Background: an optimization exercise with open tools, aiming at small area and a short achievable clock period. Do not read the settings as production practice.
Only the layout flow was run in this run; the RTL was not checked for function there.
Power figures rest on the tool's default switching activity, not on a simulated workload.

==> config.mk <==
export PLATFORM = sky130hd
export DESIGN_NAME = vedic_mult_reg
export DESIGN_NICKNAME = vedic_mult_reg
export VERILOG_FILES = /design/flow/design.v
export SDC_FILE = /design/flow/constraint.sdc
export NUM_CORES = 8
export LEC_CHECK = 0
export CAP_MARGIN = 20
export CORE_MARGIN = 2
export CORE_UTILIZATION = 40
export SLEW_MARGIN = 20
==> constraint.sdc <==
create_clock -name core_clock -period 9.0 [get_ports {clk}]
set_input_delay 1.8000 -clock core_clock [delete_from_list [all_inputs] [get_ports {clk}]]
set_output_delay 1.8000 -clock core_clock [all_outputs]
set_load 0.01 [all_outputs]
==> design.v <==
module vedic_mult_reg(clk, a, b, result);
	input clk;
	input [15:0] a;
	input [15:0] b;
	output reg [31:0] result;
	reg [15:0] a_q;
	reg [15:0] b_q;
	wire [31:0] product;
	vedicmult_16bit mult(
		.a(a_q),
		.b(b_q),
		.result(product));
	always @(posedge clk) begin
		a_q <= a;
		b_q <= b;
		result <= product;
	end
endmodule

module vedicmult_16bit(a, b, result);
	input wire [15:0] a;
	input wire [15:0] b;
	output wire [31:0] result;
wire e1;
wire e2;
wire p3;
wire p4;
wire p5;
wire p6;
wire p7;
wire p8;
wire p9;
wire p10;
wire p11;
wire p12;
wire p13;
wire p14;
wire p15;
wire p16;
wire p17;
wire p18;
wire p19;
wire n20;
wire e21;
wire e22;
wire p23;
wire p24;
wire p25;
wire p26;
wire p27;
wire p28;
wire p29;
wire p30;
wire p31;
wire p32;
wire p33;
wire p34;
wire p35;
wire p36;
wire p37;
wire p38;
wire p39;
wire n40;
wire e41;
wire e42;
wire p43;
wire p44;
wire p45;
wire p46;
wire p47;
wire p48;
wire p49;
wire p50;
wire p51;
wire p52;
wire p53;
wire p54;
wire p55;
wire p56;
wire p57;
wire p58;
wire p59;
wire n60;
wire e61;
wire e62;
wire p63;
wire p64;
wire p65;
wire p66;
wire p67;
wire p68;
wire p69;
wire p70;
wire p71;
wire p72;
wire p73;
wire p74;
wire p75;
wire p76;
wire p77;
wire p78;
wire p79;
wire n80;
wire e81;
wire e82;
wire p83;
wire p84;
wire p85;
wire p86;
wire p87;
wire p88;
wire p89;
wire p90;
wire p91;
wire p92;
wire p93;
wire p94;
wire p95;
wire p96;
wire p97;
wire p98;
wire p99;
wire n100;
wire e101;
wire e102;
wire p103;
wire p104;
wire p105;
wire p106;
wire p107;
wire p108;
wire p109;
wire p110;
wire p111;
wire p112;
wire p113;
wire p114;
wire p115;
wire p116;
wire p117;
wire p118;
wire p119;
wire n120;
wire e121;
wire e122;
wire p123;
wire p124;
wire p125;
wire p126;
wire p127;
wire p128;
wire p129;
wire p130;
wire p131;
wire p132;
wire p133;
wire p134;
wire p135;
wire p136;
wire p137;
wire p138;
wire p139;
wire n140;
wire e141;
wire e142;
wire p143;
wire p144;
wire p145;
wire p146;
wire p147;
wire p148;
wire p149;
wire p150;
wire p151;
wire p152;
wire p153;
wire p154;
wire p155;
wire p156;
wire p157;
wire p158;
wire p159;
wire n160;
wire p161;
wire p162;
wire p163;
wire p164;
wire p165;
wire p166;
wire p167;
wire p168;
wire p169;
wire p170;
wire p171;
wire p172;
wire p173;
wire p174;
wire p175;
wire p176;
wire s177;
wire c178;
wire s179;
wire c180;
wire s181;
wire c182;
wire s183;
wire c184;
wire s185;
wire c186;
wire s187;
wire c188;
wire s189;
wire c190;
wire s191;
wire c192;
wire s193;
wire c194;
wire s195;
wire c196;
wire s197;
wire c198;
wire s199;
wire c200;
wire s201;
wire c202;
wire s203;
wire c204;
wire s205;
wire c206;
wire s207;
wire c208;
wire s209;
wire c210;
wire s211;
wire c212;
wire s213;
wire c214;
wire s215;
wire c216;
wire s217;
wire c218;
wire s219;
wire c220;
wire s221;
wire c222;
wire s223;
wire c224;
wire s225;
wire c226;
wire s227;
wire c228;
wire s229;
wire c230;
wire s231;
wire c232;
wire s233;
wire c234;
wire s235;
wire c236;
wire s237;
wire c238;
wire s239;
wire c240;
wire s241;
wire c242;
wire s243;
wire c244;
wire s245;
wire c246;
wire s247;
wire c248;
wire s249;
wire c250;
wire s251;
wire c252;
wire s253;
wire c254;
wire s255;
wire c256;
wire s257;
wire c258;
wire s259;
wire c260;
wire s261;
wire c262;
wire s263;
wire c264;
wire s265;
wire c266;
wire s267;
wire c268;
wire s269;
wire c270;
wire s271;
wire c272;
wire s273;
wire c274;
wire s275;
wire c276;
wire s277;
wire c278;
wire s279;
wire c280;
wire s281;
wire c282;
wire s283;
wire c284;
wire s285;
wire c286;
wire s287;
wire c288;
wire s289;
wire c290;
wire s291;
wire c292;
wire s293;
wire c294;
wire s295;
wire c296;
wire s297;
wire c298;
wire s299;
wire c300;
wire s301;
wire c302;
wire s303;
wire c304;
wire s305;
wire c306;
wire s307;
wire c308;
wire s309;
wire c310;
wire s311;
wire c312;
wire s313;
wire c314;
wire s315;
wire c316;
wire s317;
wire c318;
wire s319;
wire c320;
wire s321;
wire c322;
wire s323;
wire c324;
wire s325;
wire c326;
wire s327;
wire c328;
wire s329;
wire c330;
wire s331;
wire c332;
wire s333;
wire c334;
wire s335;
wire c336;
wire s337;
wire c338;
wire s339;
wire c340;
wire s341;
wire c342;
wire s343;
wire c344;
wire s345;
wire c346;
wire s347;
wire c348;
wire s349;
wire c350;
wire s351;
wire c352;
wire s353;
wire c354;
wire s355;
wire c356;
wire s357;
wire c358;
wire s359;
wire c360;
wire s361;
wire c362;
wire s363;
wire c364;
wire s365;
wire c366;
wire s367;
wire c368;
wire s369;
wire c370;
wire s371;
wire c372;
wire s373;
wire c374;
wire s375;
wire c376;
wire s377;
wire c378;
wire s379;
wire c380;
wire s381;
wire c382;
wire s383;
wire c384;
wire s385;
wire c386;
wire s387;
wire c388;
wire s389;
wire c390;
wire s391;
wire c392;
wire s393;
wire c394;
wire s395;
wire c396;
wire s397;
wire c398;
wire s399;
wire c400;
wire s401;
wire c402;
wire s403;
wire c404;
wire s405;
wire c406;
wire s407;
wire c408;
wire s409;
wire c410;
wire s411;
wire c412;
wire s413;
wire c414;
wire s415;
wire c416;
wire s417;
wire c418;
wire s419;
wire c420;
wire s421;
wire c422;
wire s423;
wire c424;
wire s425;
wire c426;
wire s427;
wire c428;
wire s429;
wire c430;
wire s431;
wire c432;
wire s433;
wire c434;
wire s435;
wire c436;
wire s437;
wire c438;
wire s439;
wire c440;
wire s441;
wire c442;
wire s443;
wire c444;
wire g445;
wire x446;
wire g447;
wire x448;
wire g449;
wire x450;
wire g451;
wire x452;
wire g453;
wire x454;
wire g455;
wire x456;
wire g457;
wire x458;
wire g459;
wire x460;
wire g461;
wire x462;
wire g463;
wire x464;
wire g465;
wire x466;
wire g467;
wire x468;
wire g469;
wire x470;
wire g471;
wire x472;
wire g473;
wire x474;
wire g475;
wire x476;
wire g477;
wire x478;
wire g479;
wire x480;
wire g481;
wire x482;
wire g483;
wire x484;
wire g485;
wire x486;
wire g487;
wire x488;
wire g489;
wire x490;
wire g491;
wire x492;
wire g493;
wire x494;
wire g495;
wire x496;
wire g497;
wire x498;
wire g499;
wire x500;
wire g501;
wire x502;
wire g503;
wire x504;
wire g505;
wire x506;
wire q507;
wire q508;
wire q509;
wire q510;
wire q511;
wire q512;
wire q513;
wire q514;
wire q515;
wire q516;
wire q517;
wire q518;
wire q519;
wire q520;
wire q521;
wire q522;
wire q523;
wire q524;
wire q525;
wire q526;
wire q527;
wire q528;
wire q529;
wire q530;
wire q531;
wire q532;
wire q533;
wire q534;
wire q535;
wire q536;
wire q537;
wire q538;
wire q539;
wire q540;
wire q541;
wire q542;
wire q543;
wire q544;
wire q545;
wire q546;
wire q547;
wire q548;
wire q549;
wire q550;
wire q551;
wire q552;
wire q553;
wire q554;
wire q555;
wire q556;
wire q557;
wire q558;
wire q559;
wire q560;
wire q561;
wire q562;
wire q563;
wire q564;
wire q565;
wire q566;
wire q567;
wire q568;
wire q569;
wire q570;
wire q571;
wire q572;
wire q573;
wire q574;
wire q575;
wire q576;
wire q577;
wire q578;
wire q579;
wire q580;
wire q581;
wire q582;
wire q583;
wire q584;
wire q585;
wire q586;
wire q587;
wire q588;
wire q589;
wire q590;
wire q591;
wire q592;
wire q593;
wire q594;
wire q595;
wire q596;
wire q597;
wire q598;
wire q599;
wire q600;
wire q601;
wire q602;
wire q603;
wire q604;
wire q605;
wire q606;
wire q607;
wire q608;
wire q609;
wire q610;
wire q611;
wire q612;
wire q613;
wire q614;
wire q615;
wire q616;
wire q617;
wire q618;
wire q619;
wire q620;
wire q621;
wire q622;
wire q623;
wire q624;
wire q625;
wire q626;
wire q627;
wire q628;
wire q629;
wire q630;
wire q631;
wire q632;
wire q633;
wire q634;
wire q635;
wire q636;
wire q637;
wire q638;
wire q639;
wire q640;
wire q641;
wire q642;
wire q643;
wire q644;
wire q645;
wire q646;
wire q647;
wire q648;
wire q649;
wire q650;
wire q651;
wire q652;
wire q653;
wire q654;
wire q655;
wire q656;
wire q657;
wire q658;
wire q659;
wire q660;
wire q661;
wire q662;
wire q663;
wire q664;
wire q665;
wire q666;
wire o667;
wire o668;
wire o669;
wire o670;
wire o671;
wire o672;
wire o673;
wire o674;
wire o675;
wire o676;
wire o677;
wire o678;
wire o679;
wire o680;
wire o681;
wire o682;
wire o683;
wire o684;
wire o685;
wire o686;
wire o687;
wire o688;
wire o689;
wire o690;
wire o691;
wire o692;
wire o693;
wire o694;
wire o695;
wire o696;
wire o697;
assign e1 = b[0];
assign e2 = b[1] & ~b[0];
assign p3 = ((e1 & a[0])) ^ b[1];
assign p4 = ((e1 & a[1]) | (e2 & a[0])) ^ b[1];
assign p5 = ((e1 & a[2]) | (e2 & a[1])) ^ b[1];
assign p6 = ((e1 & a[3]) | (e2 & a[2])) ^ b[1];
assign p7 = ((e1 & a[4]) | (e2 & a[3])) ^ b[1];
assign p8 = ((e1 & a[5]) | (e2 & a[4])) ^ b[1];
assign p9 = ((e1 & a[6]) | (e2 & a[5])) ^ b[1];
assign p10 = ((e1 & a[7]) | (e2 & a[6])) ^ b[1];
assign p11 = ((e1 & a[8]) | (e2 & a[7])) ^ b[1];
assign p12 = ((e1 & a[9]) | (e2 & a[8])) ^ b[1];
assign p13 = ((e1 & a[10]) | (e2 & a[9])) ^ b[1];
assign p14 = ((e1 & a[11]) | (e2 & a[10])) ^ b[1];
assign p15 = ((e1 & a[12]) | (e2 & a[11])) ^ b[1];
assign p16 = ((e1 & a[13]) | (e2 & a[12])) ^ b[1];
assign p17 = ((e1 & a[14]) | (e2 & a[13])) ^ b[1];
assign p18 = ((e1 & a[15]) | (e2 & a[14])) ^ b[1];
assign p19 = ((e2 & a[15])) ^ b[1];
assign n20 = ~b[1];
assign e21 = b[2] ^ b[1];
assign e22 = (b[3] & ~b[2] & ~b[1]) | (~b[3] & b[2] & b[1]);
assign p23 = ((e21 & a[0])) ^ b[3];
assign p24 = ((e21 & a[1]) | (e22 & a[0])) ^ b[3];
assign p25 = ((e21 & a[2]) | (e22 & a[1])) ^ b[3];
assign p26 = ((e21 & a[3]) | (e22 & a[2])) ^ b[3];
assign p27 = ((e21 & a[4]) | (e22 & a[3])) ^ b[3];
assign p28 = ((e21 & a[5]) | (e22 & a[4])) ^ b[3];
assign p29 = ((e21 & a[6]) | (e22 & a[5])) ^ b[3];
assign p30 = ((e21 & a[7]) | (e22 & a[6])) ^ b[3];
assign p31 = ((e21 & a[8]) | (e22 & a[7])) ^ b[3];
assign p32 = ((e21 & a[9]) | (e22 & a[8])) ^ b[3];
assign p33 = ((e21 & a[10]) | (e22 & a[9])) ^ b[3];
assign p34 = ((e21 & a[11]) | (e22 & a[10])) ^ b[3];
assign p35 = ((e21 & a[12]) | (e22 & a[11])) ^ b[3];
assign p36 = ((e21 & a[13]) | (e22 & a[12])) ^ b[3];
assign p37 = ((e21 & a[14]) | (e22 & a[13])) ^ b[3];
assign p38 = ((e21 & a[15]) | (e22 & a[14])) ^ b[3];
assign p39 = ((e22 & a[15])) ^ b[3];
assign n40 = ~b[3];
assign e41 = b[4] ^ b[3];
assign e42 = (b[5] & ~b[4] & ~b[3]) | (~b[5] & b[4] & b[3]);
assign p43 = ((e41 & a[0])) ^ b[5];
assign p44 = ((e41 & a[1]) | (e42 & a[0])) ^ b[5];
assign p45 = ((e41 & a[2]) | (e42 & a[1])) ^ b[5];
assign p46 = ((e41 & a[3]) | (e42 & a[2])) ^ b[5];
assign p47 = ((e41 & a[4]) | (e42 & a[3])) ^ b[5];
assign p48 = ((e41 & a[5]) | (e42 & a[4])) ^ b[5];
assign p49 = ((e41 & a[6]) | (e42 & a[5])) ^ b[5];
assign p50 = ((e41 & a[7]) | (e42 & a[6])) ^ b[5];
assign p51 = ((e41 & a[8]) | (e42 & a[7])) ^ b[5];
assign p52 = ((e41 & a[9]) | (e42 & a[8])) ^ b[5];
assign p53 = ((e41 & a[10]) | (e42 & a[9])) ^ b[5];
assign p54 = ((e41 & a[11]) | (e42 & a[10])) ^ b[5];
assign p55 = ((e41 & a[12]) | (e42 & a[11])) ^ b[5];
assign p56 = ((e41 & a[13]) | (e42 & a[12])) ^ b[5];
assign p57 = ((e41 & a[14]) | (e42 & a[13])) ^ b[5];
assign p58 = ((e41 & a[15]) | (e42 & a[14])) ^ b[5];
assign p59 = ((e42 & a[15])) ^ b[5];
assign n60 = ~b[5];
assign e61 = b[6] ^ b[5];
assign e62 = (b[7] & ~b[6] & ~b[5]) | (~b[7] & b[6] & b[5]);
assign p63 = ((e61 & a[0])) ^ b[7];
assign p64 = ((e61 & a[1]) | (e62 & a[0])) ^ b[7];
assign p65 = ((e61 & a[2]) | (e62 & a[1])) ^ b[7];
assign p66 = ((e61 & a[3]) | (e62 & a[2])) ^ b[7];
assign p67 = ((e61 & a[4]) | (e62 & a[3])) ^ b[7];
assign p68 = ((e61 & a[5]) | (e62 & a[4])) ^ b[7];
assign p69 = ((e61 & a[6]) | (e62 & a[5])) ^ b[7];
assign p70 = ((e61 & a[7]) | (e62 & a[6])) ^ b[7];
assign p71 = ((e61 & a[8]) | (e62 & a[7])) ^ b[7];
assign p72 = ((e61 & a[9]) | (e62 & a[8])) ^ b[7];
assign p73 = ((e61 & a[10]) | (e62 & a[9])) ^ b[7];
assign p74 = ((e61 & a[11]) | (e62 & a[10])) ^ b[7];
assign p75 = ((e61 & a[12]) | (e62 & a[11])) ^ b[7];
assign p76 = ((e61 & a[13]) | (e62 & a[12])) ^ b[7];
assign p77 = ((e61 & a[14]) | (e62 & a[13])) ^ b[7];
assign p78 = ((e61 & a[15]) | (e62 & a[14])) ^ b[7];
assign p79 = ((e62 & a[15])) ^ b[7];
assign n80 = ~b[7];
assign e81 = b[8] ^ b[7];
assign e82 = (b[9] & ~b[8] & ~b[7]) | (~b[9] & b[8] & b[7]);
assign p83 = ((e81 & a[0])) ^ b[9];
assign p84 = ((e81 & a[1]) | (e82 & a[0])) ^ b[9];
assign p85 = ((e81 & a[2]) | (e82 & a[1])) ^ b[9];
assign p86 = ((e81 & a[3]) | (e82 & a[2])) ^ b[9];
assign p87 = ((e81 & a[4]) | (e82 & a[3])) ^ b[9];
assign p88 = ((e81 & a[5]) | (e82 & a[4])) ^ b[9];
assign p89 = ((e81 & a[6]) | (e82 & a[5])) ^ b[9];
assign p90 = ((e81 & a[7]) | (e82 & a[6])) ^ b[9];
assign p91 = ((e81 & a[8]) | (e82 & a[7])) ^ b[9];
assign p92 = ((e81 & a[9]) | (e82 & a[8])) ^ b[9];
assign p93 = ((e81 & a[10]) | (e82 & a[9])) ^ b[9];
assign p94 = ((e81 & a[11]) | (e82 & a[10])) ^ b[9];
assign p95 = ((e81 & a[12]) | (e82 & a[11])) ^ b[9];
assign p96 = ((e81 & a[13]) | (e82 & a[12])) ^ b[9];
assign p97 = ((e81 & a[14]) | (e82 & a[13])) ^ b[9];
assign p98 = ((e81 & a[15]) | (e82 & a[14])) ^ b[9];
assign p99 = ((e82 & a[15])) ^ b[9];
assign n100 = ~b[9];
assign e101 = b[10] ^ b[9];
assign e102 = (b[11] & ~b[10] & ~b[9]) | (~b[11] & b[10] & b[9]);
assign p103 = ((e101 & a[0])) ^ b[11];
assign p104 = ((e101 & a[1]) | (e102 & a[0])) ^ b[11];
assign p105 = ((e101 & a[2]) | (e102 & a[1])) ^ b[11];
assign p106 = ((e101 & a[3]) | (e102 & a[2])) ^ b[11];
assign p107 = ((e101 & a[4]) | (e102 & a[3])) ^ b[11];
assign p108 = ((e101 & a[5]) | (e102 & a[4])) ^ b[11];
assign p109 = ((e101 & a[6]) | (e102 & a[5])) ^ b[11];
assign p110 = ((e101 & a[7]) | (e102 & a[6])) ^ b[11];
assign p111 = ((e101 & a[8]) | (e102 & a[7])) ^ b[11];
assign p112 = ((e101 & a[9]) | (e102 & a[8])) ^ b[11];
assign p113 = ((e101 & a[10]) | (e102 & a[9])) ^ b[11];
assign p114 = ((e101 & a[11]) | (e102 & a[10])) ^ b[11];
assign p115 = ((e101 & a[12]) | (e102 & a[11])) ^ b[11];
assign p116 = ((e101 & a[13]) | (e102 & a[12])) ^ b[11];
assign p117 = ((e101 & a[14]) | (e102 & a[13])) ^ b[11];
assign p118 = ((e101 & a[15]) | (e102 & a[14])) ^ b[11];
assign p119 = ((e102 & a[15])) ^ b[11];
assign n120 = ~b[11];
assign e121 = b[12] ^ b[11];
assign e122 = (b[13] & ~b[12] & ~b[11]) | (~b[13] & b[12] & b[11]);
assign p123 = ((e121 & a[0])) ^ b[13];
assign p124 = ((e121 & a[1]) | (e122 & a[0])) ^ b[13];
assign p125 = ((e121 & a[2]) | (e122 & a[1])) ^ b[13];
assign p126 = ((e121 & a[3]) | (e122 & a[2])) ^ b[13];
assign p127 = ((e121 & a[4]) | (e122 & a[3])) ^ b[13];
assign p128 = ((e121 & a[5]) | (e122 & a[4])) ^ b[13];
assign p129 = ((e121 & a[6]) | (e122 & a[5])) ^ b[13];
assign p130 = ((e121 & a[7]) | (e122 & a[6])) ^ b[13];
assign p131 = ((e121 & a[8]) | (e122 & a[7])) ^ b[13];
assign p132 = ((e121 & a[9]) | (e122 & a[8])) ^ b[13];
assign p133 = ((e121 & a[10]) | (e122 & a[9])) ^ b[13];
assign p134 = ((e121 & a[11]) | (e122 & a[10])) ^ b[13];
assign p135 = ((e121 & a[12]) | (e122 & a[11])) ^ b[13];
assign p136 = ((e121 & a[13]) | (e122 & a[12])) ^ b[13];
assign p137 = ((e121 & a[14]) | (e122 & a[13])) ^ b[13];
assign p138 = ((e121 & a[15]) | (e122 & a[14])) ^ b[13];
assign p139 = ((e122 & a[15])) ^ b[13];
assign n140 = ~b[13];
assign e141 = b[14] ^ b[13];
assign e142 = (b[15] & ~b[14] & ~b[13]) | (~b[15] & b[14] & b[13]);
assign p143 = ((e141 & a[0])) ^ b[15];
assign p144 = ((e141 & a[1]) | (e142 & a[0])) ^ b[15];
assign p145 = ((e141 & a[2]) | (e142 & a[1])) ^ b[15];
assign p146 = ((e141 & a[3]) | (e142 & a[2])) ^ b[15];
assign p147 = ((e141 & a[4]) | (e142 & a[3])) ^ b[15];
assign p148 = ((e141 & a[5]) | (e142 & a[4])) ^ b[15];
assign p149 = ((e141 & a[6]) | (e142 & a[5])) ^ b[15];
assign p150 = ((e141 & a[7]) | (e142 & a[6])) ^ b[15];
assign p151 = ((e141 & a[8]) | (e142 & a[7])) ^ b[15];
assign p152 = ((e141 & a[9]) | (e142 & a[8])) ^ b[15];
assign p153 = ((e141 & a[10]) | (e142 & a[9])) ^ b[15];
assign p154 = ((e141 & a[11]) | (e142 & a[10])) ^ b[15];
assign p155 = ((e141 & a[12]) | (e142 & a[11])) ^ b[15];
assign p156 = ((e141 & a[13]) | (e142 & a[12])) ^ b[15];
assign p157 = ((e141 & a[14]) | (e142 & a[13])) ^ b[15];
assign p158 = ((e141 & a[15]) | (e142 & a[14])) ^ b[15];
assign p159 = ((e142 & a[15])) ^ b[15];
assign n160 = ~b[15];
assign p161 = a[0] & b[15];
assign p162 = a[1] & b[15];
assign p163 = a[2] & b[15];
assign p164 = a[3] & b[15];
assign p165 = a[4] & b[15];
assign p166 = a[5] & b[15];
assign p167 = a[6] & b[15];
assign p168 = a[7] & b[15];
assign p169 = a[8] & b[15];
assign p170 = a[9] & b[15];
assign p171 = a[10] & b[15];
assign p172 = a[11] & b[15];
assign p173 = a[12] & b[15];
assign p174 = a[13] & b[15];
assign p175 = a[14] & b[15];
assign p176 = a[15] & b[15];
assign s177 = b[3] ^ p5;
assign c178 = b[3] & p5;
assign s179 = p6 ^ p24;
assign c180 = p6 & p24;
assign s181 = b[5] ^ p7 ^ p25;
assign c182 = (b[5] & p7) | (b[5] & p25) | (p7 & p25);
assign s183 = p43 ^ c180;
assign c184 = p43 & c180;
assign s185 = p8 ^ p26 ^ p44;
assign c186 = (p8 & p26) | (p8 & p44) | (p26 & p44);
assign s187 = c182 ^ c184;
assign c188 = c182 & c184;
assign s189 = b[7] ^ p9 ^ p27;
assign c190 = (b[7] & p9) | (b[7] & p27) | (p9 & p27);
assign s191 = p45 ^ p63 ^ c186;
assign c192 = (p45 & p63) | (p45 & c186) | (p63 & c186);
assign s193 = s189 ^ c188;
assign c194 = s189 & c188;
assign s195 = p10 ^ p28 ^ p46;
assign c196 = (p10 & p28) | (p10 & p46) | (p28 & p46);
assign s197 = p64 ^ c190 ^ s195;
assign c198 = (p64 & c190) | (p64 & s195) | (c190 & s195);
assign s199 = c192 ^ c194;
assign c200 = c192 & c194;
assign s201 = b[9] ^ p11 ^ p29;
assign c202 = (b[9] & p11) | (b[9] & p29) | (p11 & p29);
assign s203 = p47 ^ p65 ^ p83;
assign c204 = (p47 & p65) | (p47 & p83) | (p65 & p83);
assign s205 = c196 ^ s201 ^ s203;
assign c206 = (c196 & s201) | (c196 & s203) | (s201 & s203);
assign s207 = c198 ^ s205;
assign c208 = c198 & s205;
assign s209 = p12 ^ p30 ^ p48;
assign c210 = (p12 & p30) | (p12 & p48) | (p30 & p48);
assign s211 = p66 ^ p84 ^ c202;
assign c212 = (p66 & p84) | (p66 & c202) | (p84 & c202);
assign s213 = c204 ^ s209 ^ c206;
assign c214 = (c204 & s209) | (c204 & c206) | (s209 & c206);
assign s215 = s211 ^ c208;
assign c216 = s211 & c208;
assign s217 = b[11] ^ p13 ^ p31;
assign c218 = (b[11] & p13) | (b[11] & p31) | (p13 & p31);
assign s219 = p49 ^ p67 ^ p85;
assign c220 = (p49 & p67) | (p49 & p85) | (p67 & p85);
assign s221 = p103 ^ c210 ^ s217;
assign c222 = (p103 & c210) | (p103 & s217) | (c210 & s217);
assign s223 = s219 ^ c212 ^ s221;
assign c224 = (s219 & c212) | (s219 & s221) | (c212 & s221);
assign s225 = c214 ^ c216;
assign c226 = c214 & c216;
assign s227 = p14 ^ p32 ^ p50;
assign c228 = (p14 & p32) | (p14 & p50) | (p32 & p50);
assign s229 = p68 ^ p86 ^ p104;
assign c230 = (p68 & p86) | (p68 & p104) | (p86 & p104);
assign s231 = c218 ^ c220 ^ s227;
assign c232 = (c218 & c220) | (c218 & s227) | (c220 & s227);
assign s233 = s229 ^ c222 ^ s231;
assign c234 = (s229 & c222) | (s229 & s231) | (c222 & s231);
assign s235 = c224 ^ s233;
assign c236 = c224 & s233;
assign s237 = b[13] ^ p15 ^ p33;
assign c238 = (b[13] & p15) | (b[13] & p33) | (p15 & p33);
assign s239 = p51 ^ p69 ^ p87;
assign c240 = (p51 & p69) | (p51 & p87) | (p69 & p87);
assign s241 = p105 ^ p123 ^ c228;
assign c242 = (p105 & p123) | (p105 & c228) | (p123 & c228);
assign s243 = c230 ^ s237 ^ s239;
assign c244 = (c230 & s237) | (c230 & s239) | (s237 & s239);
assign s245 = c232 ^ s241 ^ s243;
assign c246 = (c232 & s241) | (c232 & s243) | (s241 & s243);
assign s247 = c234 ^ s245;
assign c248 = c234 & s245;
assign s249 = p16 ^ p34 ^ p52;
assign c250 = (p16 & p34) | (p16 & p52) | (p34 & p52);
assign s251 = p70 ^ p88 ^ p106;
assign c252 = (p70 & p88) | (p70 & p106) | (p88 & p106);
assign s253 = p124 ^ c238 ^ c240;
assign c254 = (p124 & c238) | (p124 & c240) | (c238 & c240);
assign s255 = s249 ^ s251 ^ c242;
assign c256 = (s249 & s251) | (s249 & c242) | (s251 & c242);
assign s257 = c244 ^ s253 ^ s255;
assign c258 = (c244 & s253) | (c244 & s255) | (s253 & s255);
assign s259 = c246 ^ c248;
assign c260 = c246 & c248;
assign s261 = b[15] ^ p17 ^ p35;
assign c262 = (b[15] & p17) | (b[15] & p35) | (p17 & p35);
assign s263 = p53 ^ p71 ^ p89;
assign c264 = (p53 & p71) | (p53 & p89) | (p71 & p89);
assign s265 = p107 ^ p125 ^ p143;
assign c266 = (p107 & p125) | (p107 & p143) | (p125 & p143);
assign s267 = c250 ^ c252 ^ s261;
assign c268 = (c250 & c252) | (c250 & s261) | (c252 & s261);
assign s269 = s263 ^ s265 ^ c254;
assign c270 = (s263 & s265) | (s263 & c254) | (s265 & c254);
assign s271 = s267 ^ c256 ^ s269;
assign c272 = (s267 & c256) | (s267 & s269) | (c256 & s269);
assign s273 = c258 ^ s271;
assign c274 = c258 & s271;
assign s275 = p18 ^ p36 ^ p54;
assign c276 = (p18 & p36) | (p18 & p54) | (p36 & p54);
assign s277 = p72 ^ p90 ^ p108;
assign c278 = (p72 & p90) | (p72 & p108) | (p90 & p108);
assign s279 = p126 ^ p144 ^ c262;
assign c280 = (p126 & p144) | (p126 & c262) | (p144 & c262);
assign s281 = c264 ^ c266 ^ s275;
assign c282 = (c264 & c266) | (c264 & s275) | (c266 & s275);
assign s283 = s277 ^ c268 ^ s279;
assign c284 = (s277 & c268) | (s277 & s279) | (c268 & s279);
assign s285 = s281 ^ c270 ^ s283;
assign c286 = (s281 & c270) | (s281 & s283) | (c270 & s283);
assign s287 = c272 ^ s285;
assign c288 = c272 & s285;
assign s289 = p161 ^ p19 ^ p37;
assign c290 = (p161 & p19) | (p161 & p37) | (p19 & p37);
assign s291 = p55 ^ p73 ^ p91;
assign c292 = (p55 & p73) | (p55 & p91) | (p73 & p91);
assign s293 = p109 ^ p127 ^ p145;
assign c294 = (p109 & p127) | (p109 & p145) | (p127 & p145);
assign s295 = c276 ^ c278 ^ s289;
assign c296 = (c276 & c278) | (c276 & s289) | (c278 & s289);
assign s297 = s291 ^ s293 ^ c280;
assign c298 = (s291 & s293) | (s291 & c280) | (s293 & c280);
assign s299 = c282 ^ s295 ^ c284;
assign c300 = (c282 & s295) | (c282 & c284) | (s295 & c284);
assign s301 = s297 ^ c286 ^ s299;
assign c302 = (s297 & c286) | (s297 & s299) | (c286 & s299);
assign s303 = ~(n20 ^ p162);
assign c304 = n20 | p162;
assign s305 = s303 ^ p38 ^ p56;
assign c306 = (s303 & p38) | (s303 & p56) | (p38 & p56);
assign s307 = p74 ^ p92 ^ p110;
assign c308 = (p74 & p92) | (p74 & p110) | (p92 & p110);
assign s309 = p128 ^ p146 ^ c290;
assign c310 = (p128 & p146) | (p128 & c290) | (p146 & c290);
assign s311 = c292 ^ c294 ^ s305;
assign c312 = (c292 & c294) | (c292 & s305) | (c294 & s305);
assign s313 = s307 ^ c296 ^ s309;
assign c314 = (s307 & c296) | (s307 & s309) | (c296 & s309);
assign s315 = s311 ^ c298 ^ s313;
assign c316 = (s311 & c298) | (s311 & s313) | (c298 & s313);
assign s317 = c300 ^ s315;
assign c318 = c300 & s315;
assign s319 = ~(p163 ^ c304);
assign c320 = p163 | c304;
assign s321 = p39 ^ p57 ^ p75;
assign c322 = (p39 & p57) | (p39 & p75) | (p57 & p75);
assign s323 = p93 ^ p111 ^ p129;
assign c324 = (p93 & p111) | (p93 & p129) | (p111 & p129);
assign s325 = p147 ^ s319 ^ c306;
assign c326 = (p147 & s319) | (p147 & c306) | (s319 & c306);
assign s327 = c308 ^ s321 ^ s323;
assign c328 = (c308 & s321) | (c308 & s323) | (s321 & s323);
assign s329 = c310 ^ c312 ^ s325;
assign c330 = (c310 & c312) | (c310 & s325) | (c312 & s325);
assign s331 = s327 ^ c314 ^ s329;
assign c332 = (s327 & c314) | (s327 & s329) | (c314 & s329);
assign s333 = c316 ^ s331;
assign c334 = c316 & s331;
assign s335 = n40 ^ p164 ^ p58;
assign c336 = (n40 & p164) | (n40 & p58) | (p164 & p58);
assign s337 = p76 ^ p94 ^ p112;
assign c338 = (p76 & p94) | (p76 & p112) | (p94 & p112);
assign s339 = p130 ^ p148 ^ c320;
assign c340 = (p130 & p148) | (p130 & c320) | (p148 & c320);
assign s341 = c322 ^ c324 ^ s335;
assign c342 = (c322 & c324) | (c322 & s335) | (c324 & s335);
assign s343 = s337 ^ s339 ^ c326;
assign c344 = (s337 & s339) | (s337 & c326) | (s339 & c326);
assign s345 = c328 ^ s341 ^ c330;
assign c346 = (c328 & s341) | (c328 & c330) | (s341 & c330);
assign s347 = s343 ^ c332 ^ s345;
assign c348 = (s343 & c332) | (s343 & s345) | (c332 & s345);
assign s349 = ~(p165 ^ p59);
assign c350 = p165 | p59;
assign s351 = p77 ^ p95 ^ p113;
assign c352 = (p77 & p95) | (p77 & p113) | (p95 & p113);
assign s353 = p131 ^ p149 ^ s349;
assign c354 = (p131 & p149) | (p131 & s349) | (p149 & s349);
assign s355 = c336 ^ c338 ^ c340;
assign c356 = (c336 & c338) | (c336 & c340) | (c338 & c340);
assign s357 = s351 ^ s353 ^ c342;
assign c358 = (s351 & s353) | (s351 & c342) | (s353 & c342);
assign s359 = s355 ^ c344 ^ s357;
assign c360 = (s355 & c344) | (s355 & s357) | (c344 & s357);
assign s361 = c346 ^ s359;
assign c362 = c346 & s359;
assign s363 = n60 ^ p166 ^ p78;
assign c364 = (n60 & p166) | (n60 & p78) | (p166 & p78);
assign s365 = p96 ^ p114 ^ p132;
assign c366 = (p96 & p114) | (p96 & p132) | (p114 & p132);
assign s367 = p150 ^ c350 ^ c352;
assign c368 = (p150 & c350) | (p150 & c352) | (c350 & c352);
assign s369 = s363 ^ s365 ^ c354;
assign c370 = (s363 & s365) | (s363 & c354) | (s365 & c354);
assign s371 = c356 ^ s367 ^ s369;
assign c372 = (c356 & s367) | (c356 & s369) | (s367 & s369);
assign s373 = c358 ^ s371 ^ c360;
assign c374 = (c358 & s371) | (c358 & c360) | (s371 & c360);
assign s375 = ~(p167 ^ p79);
assign c376 = p167 | p79;
assign s377 = p97 ^ p115 ^ p133;
assign c378 = (p97 & p115) | (p97 & p133) | (p115 & p133);
assign s379 = p151 ^ s375 ^ c364;
assign c380 = (p151 & s375) | (p151 & c364) | (s375 & c364);
assign s381 = c366 ^ s377 ^ c368;
assign c382 = (c366 & s377) | (c366 & c368) | (s377 & c368);
assign s383 = s379 ^ c370 ^ s381;
assign c384 = (s379 & c370) | (s379 & s381) | (c370 & s381);
assign s385 = c372 ^ s383;
assign c386 = c372 & s383;
assign s387 = n80 ^ p168 ^ p98;
assign c388 = (n80 & p168) | (n80 & p98) | (p168 & p98);
assign s389 = p116 ^ p134 ^ p152;
assign c390 = (p116 & p134) | (p116 & p152) | (p134 & p152);
assign s391 = c376 ^ c378 ^ s387;
assign c392 = (c376 & c378) | (c376 & s387) | (c378 & s387);
assign s393 = s389 ^ c380 ^ s391;
assign c394 = (s389 & c380) | (s389 & s391) | (c380 & s391);
assign s395 = c382 ^ s393 ^ c384;
assign c396 = (c382 & s393) | (c382 & c384) | (s393 & c384);
assign s397 = ~(p169 ^ p99);
assign c398 = p169 | p99;
assign s399 = p117 ^ p135 ^ p153;
assign c400 = (p117 & p135) | (p117 & p153) | (p135 & p153);
assign s401 = s397 ^ c388 ^ c390;
assign c402 = (s397 & c388) | (s397 & c390) | (c388 & c390);
assign s403 = s399 ^ c392 ^ s401;
assign c404 = (s399 & c392) | (s399 & s401) | (c392 & s401);
assign s405 = c394 ^ s403;
assign c406 = c394 & s403;
assign s407 = n100 ^ p170 ^ p118;
assign c408 = (n100 & p170) | (n100 & p118) | (p170 & p118);
assign s409 = p136 ^ p154 ^ c398;
assign c410 = (p136 & p154) | (p136 & c398) | (p154 & c398);
assign s411 = c400 ^ s407 ^ s409;
assign c412 = (c400 & s407) | (c400 & s409) | (s407 & s409);
assign s413 = c402 ^ s411 ^ c404;
assign c414 = (c402 & s411) | (c402 & c404) | (s411 & c404);
assign s415 = ~(p171 ^ p119);
assign c416 = p171 | p119;
assign s417 = p137 ^ p155 ^ s415;
assign c418 = (p137 & p155) | (p137 & s415) | (p155 & s415);
assign s419 = c408 ^ c410 ^ s417;
assign c420 = (c408 & c410) | (c408 & s417) | (c410 & s417);
assign s421 = c412 ^ s419;
assign c422 = c412 & s419;
assign s423 = n120 ^ p172 ^ p138;
assign c424 = (n120 & p172) | (n120 & p138) | (p172 & p138);
assign s425 = p156 ^ c416 ^ s423;
assign c426 = (p156 & c416) | (p156 & s423) | (c416 & s423);
assign s427 = c418 ^ s425 ^ c420;
assign c428 = (c418 & s425) | (c418 & c420) | (s425 & c420);
assign s429 = ~(p173 ^ p139);
assign c430 = p173 | p139;
assign s431 = p157 ^ s429 ^ c424;
assign c432 = (p157 & s429) | (p157 & c424) | (s429 & c424);
assign s433 = c426 ^ s431;
assign c434 = c426 & s431;
assign s435 = n140 ^ p174 ^ p158;
assign c436 = (n140 & p174) | (n140 & p158) | (p174 & p158);
assign s437 = c430 ^ s435 ^ c432;
assign c438 = (c430 & s435) | (c430 & c432) | (s435 & c432);
assign s439 = ~(p175 ^ p159);
assign c440 = p175 | p159;
assign s441 = s439 ^ c436;
assign c442 = s439 & c436;
assign s443 = n160 ^ p176 ^ c440;
assign c444 = (n160 & p176) | (n160 & c440) | (p176 & c440);
assign g445 = p3 & b[1];
assign x446 = p3 ^ b[1];
assign g447 = p23 & s177;
assign x448 = p23 ^ s177;
assign g449 = c178 & s179;
assign x450 = c178 ^ s179;
assign g451 = s181 & s183;
assign x452 = s181 ^ s183;
assign g453 = s185 & s187;
assign x454 = s185 ^ s187;
assign g455 = s191 & s193;
assign x456 = s191 ^ s193;
assign g457 = s197 & s199;
assign x458 = s197 ^ s199;
assign g459 = c200 & s207;
assign x460 = c200 ^ s207;
assign g461 = s213 & s215;
assign x462 = s213 ^ s215;
assign g463 = s223 & s225;
assign x464 = s223 ^ s225;
assign g465 = c226 & s235;
assign x466 = c226 ^ s235;
assign g467 = c236 & s247;
assign x468 = c236 ^ s247;
assign g469 = s257 & s259;
assign x470 = s257 ^ s259;
assign g471 = c260 & s273;
assign x472 = c260 ^ s273;
assign g473 = c274 & s287;
assign x474 = c274 ^ s287;
assign g475 = c288 & s301;
assign x476 = c288 ^ s301;
assign g477 = c302 & s317;
assign x478 = c302 ^ s317;
assign g479 = c318 & s333;
assign x480 = c318 ^ s333;
assign g481 = c334 & s347;
assign x482 = c334 ^ s347;
assign g483 = c348 & s361;
assign x484 = c348 ^ s361;
assign g485 = c362 & s373;
assign x486 = c362 ^ s373;
assign g487 = c374 & s385;
assign x488 = c374 ^ s385;
assign g489 = c386 & s395;
assign x490 = c386 ^ s395;
assign g491 = c396 & s405;
assign x492 = c396 ^ s405;
assign g493 = c406 & s413;
assign x494 = c406 ^ s413;
assign g495 = c414 & s421;
assign x496 = c414 ^ s421;
assign g497 = c422 & s427;
assign x498 = c422 ^ s427;
assign g499 = c428 & s433;
assign x500 = c428 ^ s433;
assign g501 = c434 & s437;
assign x502 = c434 ^ s437;
assign g503 = c438 & s441;
assign x504 = c438 ^ s441;
assign g505 = c442 & s443;
assign x506 = c442 ^ s443;
assign q507 = p4 & g445;
assign q508 = p4 & x446;
assign q509 = g449 | (x450 & g447);
assign q510 = x450 & x448;
assign q511 = g453 | (x454 & g451);
assign q512 = x454 & x452;
assign q513 = g457 | (x458 & g455);
assign q514 = x458 & x456;
assign q515 = g461 | (x462 & g459);
assign q516 = x462 & x460;
assign q517 = g465 | (x466 & g463);
assign q518 = x466 & x464;
assign q519 = g469 | (x470 & g467);
assign q520 = x470 & x468;
assign q521 = g473 | (x474 & g471);
assign q522 = x474 & x472;
assign q523 = g477 | (x478 & g475);
assign q524 = x478 & x476;
assign q525 = g481 | (x482 & g479);
assign q526 = x482 & x480;
assign q527 = g485 | (x486 & g483);
assign q528 = x486 & x484;
assign q529 = g489 | (x490 & g487);
assign q530 = x490 & x488;
assign q531 = g493 | (x494 & g491);
assign q532 = x494 & x492;
assign q533 = g497 | (x498 & g495);
assign q534 = x498 & x496;
assign q535 = g501 | (x502 & g499);
assign q536 = x502 & x500;
assign q537 = g505 | (x506 & g503);
assign q538 = x506 & x504;
assign q539 = g447 | (x448 & q507);
assign q540 = x448 & q508;
assign q541 = q509 | (q510 & q507);
assign q542 = q510 & q508;
assign q543 = g455 | (x456 & q511);
assign q544 = x456 & q512;
assign q545 = q513 | (q514 & q511);
assign q546 = q514 & q512;
assign q547 = g463 | (x464 & q515);
assign q548 = x464 & q516;
assign q549 = q517 | (q518 & q515);
assign q550 = q518 & q516;
assign q551 = g471 | (x472 & q519);
assign q552 = x472 & q520;
assign q553 = q521 | (q522 & q519);
assign q554 = q522 & q520;
assign q555 = g479 | (x480 & q523);
assign q556 = x480 & q524;
assign q557 = q525 | (q526 & q523);
assign q558 = q526 & q524;
assign q559 = g487 | (x488 & q527);
assign q560 = x488 & q528;
assign q561 = q529 | (q530 & q527);
assign q562 = q530 & q528;
assign q563 = g495 | (x496 & q531);
assign q564 = x496 & q532;
assign q565 = q533 | (q534 & q531);
assign q566 = q534 & q532;
assign q567 = g503 | (x504 & q535);
assign q568 = x504 & q536;
assign q569 = q537 | (q538 & q535);
assign q570 = q538 & q536;
assign q571 = g451 | (x452 & q541);
assign q572 = x452 & q542;
assign q573 = q511 | (q512 & q541);
assign q574 = q512 & q542;
assign q575 = q543 | (q544 & q541);
assign q576 = q544 & q542;
assign q577 = q545 | (q546 & q541);
assign q578 = q546 & q542;
assign q579 = g467 | (x468 & q549);
assign q580 = x468 & q550;
assign q581 = q519 | (q520 & q549);
assign q582 = q520 & q550;
assign q583 = q551 | (q552 & q549);
assign q584 = q552 & q550;
assign q585 = q553 | (q554 & q549);
assign q586 = q554 & q550;
assign q587 = g483 | (x484 & q557);
assign q588 = x484 & q558;
assign q589 = q527 | (q528 & q557);
assign q590 = q528 & q558;
assign q591 = q559 | (q560 & q557);
assign q592 = q560 & q558;
assign q593 = q561 | (q562 & q557);
assign q594 = q562 & q558;
assign q595 = g499 | (x500 & q565);
assign q596 = x500 & q566;
assign q597 = q535 | (q536 & q565);
assign q598 = q536 & q566;
assign q599 = q567 | (q568 & q565);
assign q600 = q568 & q566;
assign q601 = q569 | (q570 & q565);
assign q602 = q570 & q566;
assign q603 = g459 | (x460 & q577);
assign q604 = x460 & q578;
assign q605 = q515 | (q516 & q577);
assign q606 = q516 & q578;
assign q607 = q547 | (q548 & q577);
assign q608 = q548 & q578;
assign q609 = q549 | (q550 & q577);
assign q610 = q550 & q578;
assign q611 = q579 | (q580 & q577);
assign q612 = q580 & q578;
assign q613 = q581 | (q582 & q577);
assign q614 = q582 & q578;
assign q615 = q583 | (q584 & q577);
assign q616 = q584 & q578;
assign q617 = q585 | (q586 & q577);
assign q618 = q586 & q578;
assign q619 = g491 | (x492 & q593);
assign q620 = x492 & q594;
assign q621 = q531 | (q532 & q593);
assign q622 = q532 & q594;
assign q623 = q563 | (q564 & q593);
assign q624 = q564 & q594;
assign q625 = q565 | (q566 & q593);
assign q626 = q566 & q594;
assign q627 = q595 | (q596 & q593);
assign q628 = q596 & q594;
assign q629 = q597 | (q598 & q593);
assign q630 = q598 & q594;
assign q631 = q599 | (q600 & q593);
assign q632 = q600 & q594;
assign q633 = q601 | (q602 & q593);
assign q634 = q602 & q594;
assign q635 = g475 | (x476 & q617);
assign q636 = x476 & q618;
assign q637 = q523 | (q524 & q617);
assign q638 = q524 & q618;
assign q639 = q555 | (q556 & q617);
assign q640 = q556 & q618;
assign q641 = q557 | (q558 & q617);
assign q642 = q558 & q618;
assign q643 = q587 | (q588 & q617);
assign q644 = q588 & q618;
assign q645 = q589 | (q590 & q617);
assign q646 = q590 & q618;
assign q647 = q591 | (q592 & q617);
assign q648 = q592 & q618;
assign q649 = q593 | (q594 & q617);
assign q650 = q594 & q618;
assign q651 = q619 | (q620 & q617);
assign q652 = q620 & q618;
assign q653 = q621 | (q622 & q617);
assign q654 = q622 & q618;
assign q655 = q623 | (q624 & q617);
assign q656 = q624 & q618;
assign q657 = q625 | (q626 & q617);
assign q658 = q626 & q618;
assign q659 = q627 | (q628 & q617);
assign q660 = q628 & q618;
assign q661 = q629 | (q630 & q617);
assign q662 = q630 & q618;
assign q663 = q631 | (q632 & q617);
assign q664 = q632 & q618;
assign q665 = q633 | (q634 & q617);
assign q666 = q634 & q618;
assign o667 = p4 ^ g445;
assign o668 = x448 ^ q507;
assign o669 = x450 ^ q539;
assign o670 = x452 ^ q541;
assign o671 = x454 ^ q571;
assign o672 = x456 ^ q573;
assign o673 = x458 ^ q575;
assign o674 = x460 ^ q577;
assign o675 = x462 ^ q603;
assign o676 = x464 ^ q605;
assign o677 = x466 ^ q607;
assign o678 = x468 ^ q609;
assign o679 = x470 ^ q611;
assign o680 = x472 ^ q613;
assign o681 = x474 ^ q615;
assign o682 = x476 ^ q617;
assign o683 = x478 ^ q635;
assign o684 = x480 ^ q637;
assign o685 = x482 ^ q639;
assign o686 = x484 ^ q641;
assign o687 = x486 ^ q643;
assign o688 = x488 ^ q645;
assign o689 = x490 ^ q647;
assign o690 = x492 ^ q649;
assign o691 = x494 ^ q651;
assign o692 = x496 ^ q653;
assign o693 = x498 ^ q655;
assign o694 = x500 ^ q657;
assign o695 = x502 ^ q659;
assign o696 = x504 ^ q661;
assign o697 = x506 ^ q663;
assign result[0] = x446;
assign result[1] = o667;
assign result[2] = o668;
assign result[3] = o669;
assign result[4] = o670;
assign result[5] = o671;
assign result[6] = o672;
assign result[7] = o673;
assign result[8] = o674;
assign result[9] = o675;
assign result[10] = o676;
assign result[11] = o677;
assign result[12] = o678;
assign result[13] = o679;
assign result[14] = o680;
assign result[15] = o681;
assign result[16] = o682;
assign result[17] = o683;
assign result[18] = o684;
assign result[19] = o685;
assign result[20] = o686;
assign result[21] = o687;
assign result[22] = o688;
assign result[23] = o689;
assign result[24] = o690;
assign result[25] = o691;
assign result[26] = o692;
assign result[27] = o693;
assign result[28] = o694;
assign result[29] = o695;
assign result[30] = o696;
assign result[31] = o697;
endmodule
==> run.sh <==
#!/bin/bash
# synth_recipe.tcl (not shown) runs the flow's synth.tcl, then flattens the netlist and writes it again
# the make line also repeats each setting of config.mk as NAME=value (left out here)
make -C /OpenROAD-flow-scripts/flow DESIGN_CONFIG=/design/flow/config.mk WORK_HOME=/design/flow/orfs CLKGATE_MAP_FILE= SYNTH_SCRIPT=/design/flow/synth_recipe.tcl finish
==> results.yml <==
setup_path:
  crit_slowest_cell: "nor2_1"
  critical_path.top_delay_family: "adder cells"
  slowest_delay_ns: 0.75
  critPathRequiredTime_ns: 9.31
  worstSetupPathType: "register to register"
  worstPathMaxFanout: 28
  crit_buf_inv: 4
  worstSetupEndpointType: "register"
  path_common_cell: "fa_1"
  startpoint_type: "register"
  worstPathCellList: "inv_2, nor2_1, a22oi_1, o22ai_1, a21oi_1, fa_1, fa_1, inv_1, fa_1, fa_1, fa_1, inv_1, ha_1, nand3_1, a211o_1, a211oi_1, nor4bb_1, buf_4, or3_1, nand3_1"
  worstPathArrival_ns: 6.75
detailed_routing:
  vias: 10200
  first_pass_iters: 17
  wl_per_cell_um: 19.0
  via_per_inst: 5.95
  drc_errors: 0
  drt_iter0_drc: 1122
  antenna_left: 0
  wl_mm: 32.4
sta:
  tightest_slew_ns: 1.01
  setup_violations: 0
  hold_viol: 0
  rsz0062_at_grt: "no"
  finalSetupTns_ns: 0
  fmax_mhz: 155
  min_period_ns: 6.45
  setup_ws_ns: 2.55
  post-route-period-util_pct: 71.6
  skew_ns: 0.0151
  slew_headroom_pct: 32.3
  slew_viol_final: 0
yosys:
  synth_cell_types: 53
  yosysSeqAreaShare_pct: 12.0
  synth_seq_cells: 64
  synth_cells: 1415
  syn_nets: 1616
  ys.flop_type: "dfxtp_1"
  ys_async_sr_fraction_pct: 0
  synth-warning-count: 1
  synth-edff-count: 0
  synth.avg_cell_area_um2: 7.53
  synth_area_um2: 10700
grt:
  grt_pass1_wl_mm: 52.3
  grt_pass1_vias: 9650
  grt_start_max_net_pins: 88
  grtUsageTotal_pct: 23.5
  antenna_found_initial: 0
  grt_remaining_overflow: 0
clocking:
  cts.repair.resized: 0
  numCtsBuffers: 9
  holdBufCountCts: 0
  cts_sinks: 64
  cts_max_level: 3
  cts_root_buf: "clkbuf_16"
  post-cts-setup-buffers: 0
  clk_pin_slew_ns: 0.06
  cts_tree: "yes"
  cts_buffer_depth: 2
  clock_latency_ns: 0.36
flow_run:
  drv_cap: 0
layout:
  syn_to_final_growth_pct: 10.1
  fillers: 2650
  layout-drive-gt1-share_pct: 4.73
  fin_nets: 1569
  diodes: 0
floorplanning:
  die_h_um: 167
  start_util_pct: 40.8
  die-area_um2: 28000
  design.core.area_um2: 26100
  ios: 65
  die_w_um: 167
  num_rows: 59
placement:
  port_buffers: 64
  post-place-ws_ns: 2.64
  gp_congestion: 0.856
  dpl.hpwl_mm: 21.9
min_path:
  min_path_type: "register to register"
pwr:
  power.density_nw_per_um2: 327
  ir_worst_vdd_mv: 0.301
  p_leak_nw: 4.81
status:
  outcome: "no timing/DRC/antenna violations"
-- stage by stage --
| stage | utilization, % | total power, mW | cell area, µm² | hold slack [ns] | instances |
|---|---|---|---|---|---|
| 6_report | 44.9 | 3.84 | 11700 | 0.816 | 1708 |
| 5_1_grt | 44.9 | 4.32 | 11700 | 0.851 | 1708 |
| 4_1_cts | 44.9 | 3.89 | 11700 | 0.817 | 1708 |
| 3_5_place_dp | 43.6 | 3.44 | 11400 | 0.799 | 1692 |
| 3_3_place_gp | 43.6 | 3.42 | 11400 | 0.800 | 1692 |
| 2_1_floorplan | - | 2.71 | 10700 | 0.618 | 1415 |
-- state kept, by name, summed over array words and instances (netlist names) --
register	cells
a_q	16
b_q	16
result	32
-- cell families (layout without fill, tap and decap cells) --
logic type,Yosys count,count (layout),share of synthesized area (%)
AOI/OAI and AO/OA,484,484,29.0
adders and majority gates,212,212,31.4
and+or+nand+nor,296,296,12.2
buffers and inverters,302,260,10.7
xor gates and xnor gates,56,56,4.60
DFF,64,64,12.0
muxes,1,1,0.0940
-- Yosys cell counts (all sizes together) (2+ instances only) --
master | n | area (µm²)
o21a | 3 | 22.5
maj3 | 44 | 440
a2bb2oi | 4 | 35.0
nor2b | 29 | 181
o21ai | 59 | 295
ha | 61 | 763
o211ai | 2 | 33.8
a21oi | 178 | 906
nor3 | 2 | 10.0
fa | 107 | 2140
a32oi | 5 | 43.8
nand2 | 134 | 503
clkinv | 3 | 11.3
dfxtp | 64 | 1280
clkbuf | 119 | 447
nand3 | 19 | 95.1
a21o | 8 | 60.1
a22oi | 27 | 203
a31oi | 7 | 43.8
a211o | 2 | 18.8
nand2b | 4 | 25.0
or3 | 2 | 12.5
xor2 | 26 | 228
a221oi | 21 | 184
xnor2 | 30 | 263
nor3b | 6 | 45.0
o311a | 23 | 230
o21bai | 7 | 52.6
inv | 140 | 526
o31ai | 17 | 128
nand4 | 4 | 25.0
a211oi | 29 | 223
o22ai | 77 | 482
buf | 40 | 154
and2 | 10 | 62.6
o221ai | 12 | 105
nor2 | 82 | 308
-- final timing paths --
kind,startpoint,end,slack (ns),cells past startpoint
worst min register to register,b_q[1],result[0],0.82,2
worst min-delay path,b_q[1],result[0],0.82,2
worst max register to register,b_q[11],result[31],2.55,20
worst max-delay path,b_q[11],result[31],2.55,20
-- layout by cell type (no fill, tap or decap), types with 6 or more instances in the layout --
master             n
a21o_1             8
ha_1              61
and2_1            10
nand2_1          134
clkbuf_16          9
a21oi_1          176
buf_4             37
nor3b_1            6
xnor2_1           30
nor2b_1           29
a31oi_1            7
o21ai_0           55
a211oi_1          28
xor2_1            26
o21bai_1           7
o311a_1           23
dfxtp_1           59
a221oi_1          21
maj3_1            44
o22ai_1           77
nand3_1           19
clkdlybuf4s50_1   64
o221ai_1          12
o31ai_1           17
fa_1             107
nor2_1            82
inv_1            139
a22oi_1           27
-- report_power, final --
| part | switching [mW] | internal, mW |
|---|---|---|
| Sequential | 0.0222 | 0.423 |
| Combinational | 1.63 | 1.36 |
| Clock | 0.147 | 0.266 |
-- routing by layer --
layer  share of wire [%]  GRT usage (%)  vias to the layer above
li1                    -              -                     4811
met4                 3.5           10.4                        0
met2                  47           38.4                      436
met1                  42           30.3                     4830
met3                 7.8           4.61                       81
met5                   0              0                        -
-- area by class of cell --
| type | instances | area (µm²) | share of cell area (%) |
|---|---|---|---|
| Clock buffer | 14 | 274 | 2.34 |
| Clock inverter | 2 | 60.1 | 0.512 |
| Inverter | 143 | 537 | 4.58 |
| Multi-Input combinational cell | 1049 | 8240 | 70.2 |
| Sequential cell | 64 | 1290 | 11.0 |
| Tap cell | 335 | 419 | 3.57 |
| Timing Repair Buffer | 101 | 918 | 7.83 |
-- worst reg2reg max path: stages, from the launching register on --
cell and delay [ns]:
dfxtp_2 0.71, inv_2 0.41, nor2_1 0.75, a22oi_1 0.16
o22ai_1 0.18, a21oi_1 0.10, fa_1 0.50, fa_1 0.43
inv_1 0.09, fa_1 0.43, fa_1 0.40, fa_1 0.51
inv_1 0.04, ha_1 0.34, nand3_1 0.10, a211o_1 0.25
a211oi_1 0.28, nor4bb_1 0.10, buf_4 0.18, or3_1 0.37
nand3_1 0.06

what the ideal ports hide:
The results above use ideal ports. As a check the final layout listed here was re-extracted and re-timed, cells and wires unchanged. Step 1, drivers: a clkbuf_16 drives clk and a buf_2 each remaining input, both assumed. Step 2 adds t to the input delays and takes it off the output delays; t is the mean of the earliest and latest rising clock arrival at the registers after step 1. Input paths then give back, and output paths get back, about the clock's delay inside the block. Three values: ideal ports, drivers, drivers and shift; two values: the first two.
t (ns): 0.400
setup slack, ns: 2.553 / 2.553 / 2.553
worst register clock-pin slew, ns: 0.06 / 0.06
After both steps setup and hold are still met in this run. For this run, drivers alone change the setup slack by 0.000 ns; drivers and shift together by 0.000 ns.
